Source: an optimization exercise on an open RTL-to-GDS flow (aim: small area). Production flows keep margins and buffers that such runs may drop.
In this exercise RTL edits were held to simulation tests only and were not proved equivalent to the original.

==> run M <==
## ES_top
module ES_top(
    input wire clk_t,
    input wire clr_t,
    input wire [7:0] sw_t,
    input wire [1:0] dip_t,
    input wire [9:0] ad_data_t,
    output wire clk_1kHz_t,
    output wire [7:0] seg_left_t,
    output wire [7:0] seg_right_t,
    output wire [3:0] an_left_t,
    output wire [3:0] an_right_t,
    output wire [13:0] dac_sum_t,
    input wire btn_up_t,
    input wire btn_down_t,
    input wire [1:0] waveform_sel_t,
    input wire mode_sel_t
    );
    wire [12:0] e;
    wire [13:0] freq_bcd;
    wire [6:0] qn;
    wire duty_valid;
    wire [2:0] fine_step;
    wire [1:0] waveform_type;
    wire [7:0] dac_dds, dac_wave;
    freq_division u_freq_division(.clk(clk_t), .clr(clr_t), .e(e));
    assign clk_1kHz_t = ~e[3];
    freq_meter u_freq_meter(.clk(clk_t), .rst(clr_t), .adc_data(ad_data_t),
        .e(e), .freq_bcd(freq_bcd));
    duty_cycle_meter u_duty_cycle_meter(.clk(clk_t), .rst(clr_t),
        .adc_data(ad_data_t), .qn(qn), .duty_valid(duty_valid));
    dds_high_res u_dds_high_res(.clk(clk_t), .rst(clr_t), .freq_word(sw_t),
        .btn_up(btn_up_t), .btn_down(btn_down_t), .dac_hi(dac_dds),
        .fine_step(fine_step));
    waveform_generator u_waveform_gen(.clk(clk_t), .rst(clr_t),
        .freq_word(sw_t), .waveform_sel(waveform_sel_t), .dac_hi(dac_wave),
        .waveform_type(waveform_type));
    number u_number(.clk(clk_t), .rst(clr_t), .e(e), .sw(sw_t), .dip(dip_t),
        .fine_step(fine_step), .freq_bcd(freq_bcd), .qn(qn),
        .duty_valid(duty_valid), .waveform_type(waveform_type),
        .mode_sel(mode_sel_t), .seg_left(seg_left_t), .seg_right(seg_right_t),
        .an_left(an_left_t), .an_right(an_right_t));
    assign dac_sum_t = {mode_sel_t ? dac_wave : dac_dds, 6'b000000};
endmodule
export LEC_CHECK = 0
export ABC_AREA = 1
export CAP_MARGIN = 20
export CORE_MARGIN = 2
export CORE_UTILIZATION = 60
export CTS_BUF_LIST = sky130_fd_sc_hd__clkbuf_8
export SLEW_MARGIN = 20
create_clock -name core_clock -period 300.0 [get_ports {clk_t}]
standard.sh (not shown) runs the stock make flow with config.mk's settings and CLKGATE_MAP_FILE= SYNTH_SCRIPT=/design/flow/synth_recipe.tcl, a recipe that flattens the netlist after the stock synthesis.
==> flow/flow/run.sh <==
#!/bin/bash
# Own layout flow: the standard layout (standard.sh) with these changes:
#  - synthesis: the standard flow's synthesis script with an area-oriented ABC script
#    (flow/synth.tcl, flow/abc.script) and no full-adder extraction;
#  - every input and output port is buffered with buf_1.
# Each tool writes its log under orfs/logs/; make's own output goes to
# flow_make.log in the work folder.
set -euo pipefail
W=$(pwd)
bash "$W/standard.sh" \
  "SYNTH_SCRIPT=$W/flow/synth.tcl" \
  "ADDER_MAP_FILE=" \
  "BUFFER_PORTS_ARGS=-buffer_cell sky130_fd_sc_hd__buf_1" \
  "CTS_ARGS=-sink_clustering_enable -repair_clock_nets -buf_list sky130_fd_sc_hd__clkbuf_8 -dont_use_dummy_load -sink_clustering_size 30 -sink_clustering_max_diameter 200" \
  finish > "$W/flow_make.log" 2>&1
==> flow/flow/abc.script <==
strash
dch
amap -F 4 -A 8
topo
==> flow/flow/synth.tcl <==
# The standard flow's synthesis script (synth_recipe.tcl) with one change: ABC runs the
# area script abc.script (beside this file) and gets no delay target.
proc synth {args} { yosys synth -nofsm -noshare {*}$args }
proc abc {args} {
  set i [lsearch -exact $args -script]
  if {$i >= 0} { set args [lreplace $args $i [expr {$i + 1}] -script $::own_abc_script] }
  set j [lsearch -exact $args -D]
  if {$j >= 0} { set args [lreplace $args $j [expr {$j + 1}]] }
  yosys abc {*}$args
}
set ::own_abc_script [file join [file dirname [file normalize [info script]]] abc.script]
source $::env(SCRIPTS_DIR)/synth.tcl
# left out here: clear keep_hierarchy, flatten, clean up, hide names made inside functions, write 1_2_yosys.v
==> run C (differences from run M) <==
==> flow/run.sh (new file) <==
#!/bin/bash
# synth_recipe.tcl (not shown) runs the flow's synth.tcl, then flattens the netlist and writes it again
# the make line also repeats each setting of config.mk as NAME=value (left out here)
make -C /OpenROAD-flow-scripts/flow DESIGN_CONFIG=/design/flow/config.mk WORK_HOME=/design/flow/orfs CLKGATE_MAP_FILE= SYNTH_SCRIPT=/design/flow/synth_recipe.tcl finish
removed: flow/flow/run.sh
removed: flow/flow/abc.script
removed: flow/flow/synth.tcl
removed: flow/standard.sh
==> run K (differences from run M) <==
--- a/flow/flow/run.sh
+++ b/flow/flow/run.sh
@@ -11,5 +11,5 @@
   "SYNTH_SCRIPT=$W/flow/synth.tcl" \
   "ADDER_MAP_FILE=" \
   "BUFFER_PORTS_ARGS=-buffer_cell sky130_fd_sc_hd__buf_1" \
-  "CTS_ARGS=-sink_clustering_enable -repair_clock_nets -buf_list sky130_fd_sc_hd__clkbuf_8 -dont_use_dummy_load -sink_clustering_size 30 -sink_clustering_max_diameter 200" \
+  "CTS_ARGS=-sink_clustering_enable -repair_clock_nets -buf_list sky130_fd_sc_hd__clkbuf_16 -dont_use_dummy_load -sink_clustering_size 40 -sink_clustering_max_diameter 300" \
   finish > "$W/flow_make.log" 2>&1
==> summary.md <==
| Metric | Value |
|---|---|
| Synth Area in XOR/XNOR | `0.167%` |
| Hold Path Sink | `u_waveform_gen.dac_hi[1]` |
| Most frequent cells in the layout | `nor2_1 (288), o21ai_0 (223), clkinv_1 (182)` |
| GRT Total Usage | `29.7%` |
| Max incr delay on CP | `550 ps` |
| Clk_skew | `43.7 ps` |
| Final Cycle Share | `44.0%` |
| Setup slack, reg-to-reg | `290310 ps` |
| Status | `timing/DRC/antenna clean` |
| Design Area, Final | `11300 sq um` |
| Fmax | `0.00757 GHz` |
| Synth top area cells | `dfrtp_1 (25%), o21ai_0 (11%), nor2_1 (10%), clkinv_1 (6.6%), dfxtp_1 (6.3%)` |
[end of results for run M]
==> summary.md <==
| Metric | Value |
|---|---|
| Fmax | `0.00757 GHz` |
| Status | `timing/DRC/antenna clean` |
| Final Cycle Share | `44.0%` |
| Reg-to-reg startpoint | `u_duty_cycle_meter.p[0]` |
| Setup slack, reg-to-reg | `290230 ps` |
| Max incr delay on CP | `560 ps` |
| GRT Total Usage | `30.4%` |
| Synth top area cells | `dfrtp_1 (25%), o21ai_0 (11%), nor2_1 (10%), clkinv_1 (6.6%), dfxtp_1 (6.3%)` |
| Top-count cell post-synth | `nor2_1` |
| Design Area, Final | `11500 sq um` |
[end of results for run K]
==> summary.md <==
| Metric | Value |
|---|---|
| Status | `timing/DRC/antenna clean` |
| Synth Area in XOR/XNOR | `2.01%` |
| Most frequent cells in the layout | `nand2_1 (209), inv_1 (204), nor2_1 (109)` |
| GRT Total Usage | `25.9%` |
| Grt met2 use | `45.6%` |
| Reg-to-reg startpoint | `u_duty_cycle_meter.p[0]` |
| Hold Path Sink | `u_dds_high_res.dac_sum[5]` |
| Setup slack at placement | `169390 ps` |
| Design Area, Final | `12500 sq um` |
| Setup slack, reg-to-reg | `286290 ps` |
| Fmax | `0.00765 GHz` |
| GRT busiest layer | `met2` |
| Post-synthesis mux area share | `1.89%` |
[end of results for run C]

re-timing with driven ports:
The results above use ideal ports. As a check the final layouts listed here were re-extracted and re-timed, cells and wires unchanged.
Step 1: set_driving_cell puts a clkbuf_16 on clk_t and a buf_2 on each other input, an assumption about the parent block.
Step 2 also shifts input and output timing later by t, the mid clock arrival at the registers, as if the neighbouring blocks saw the same clock.
Three values: ideal ports, drivers, drivers and shift; two values: the first two.
| run | t (ns) | slack for setup (ns) | hold slack, ns | latest minus earliest clock arrival (ns) |
|---|---|---|---|---|
| run M | 0.473 | 167.952 / 167.909 / 167.909 | 0.348 / 0.348 / 0.348 | 0.044 / 0.044 |
| run C | 0.496 | 169.294 / 169.271 / 169.271 | 0.349 / 0.349 / 0.349 | 0.017 / 0.017 |
| run K | 0.453 | 167.931 / 167.889 / 167.889 | 0.346 / 0.346 / 0.346 | 0.038 / 0.037 |
After both steps setup and hold are still met in every run listed. For run M, which loses most, drivers alone change the setup slack by -0.043 ns; drivers and shift together by -0.043 ns.
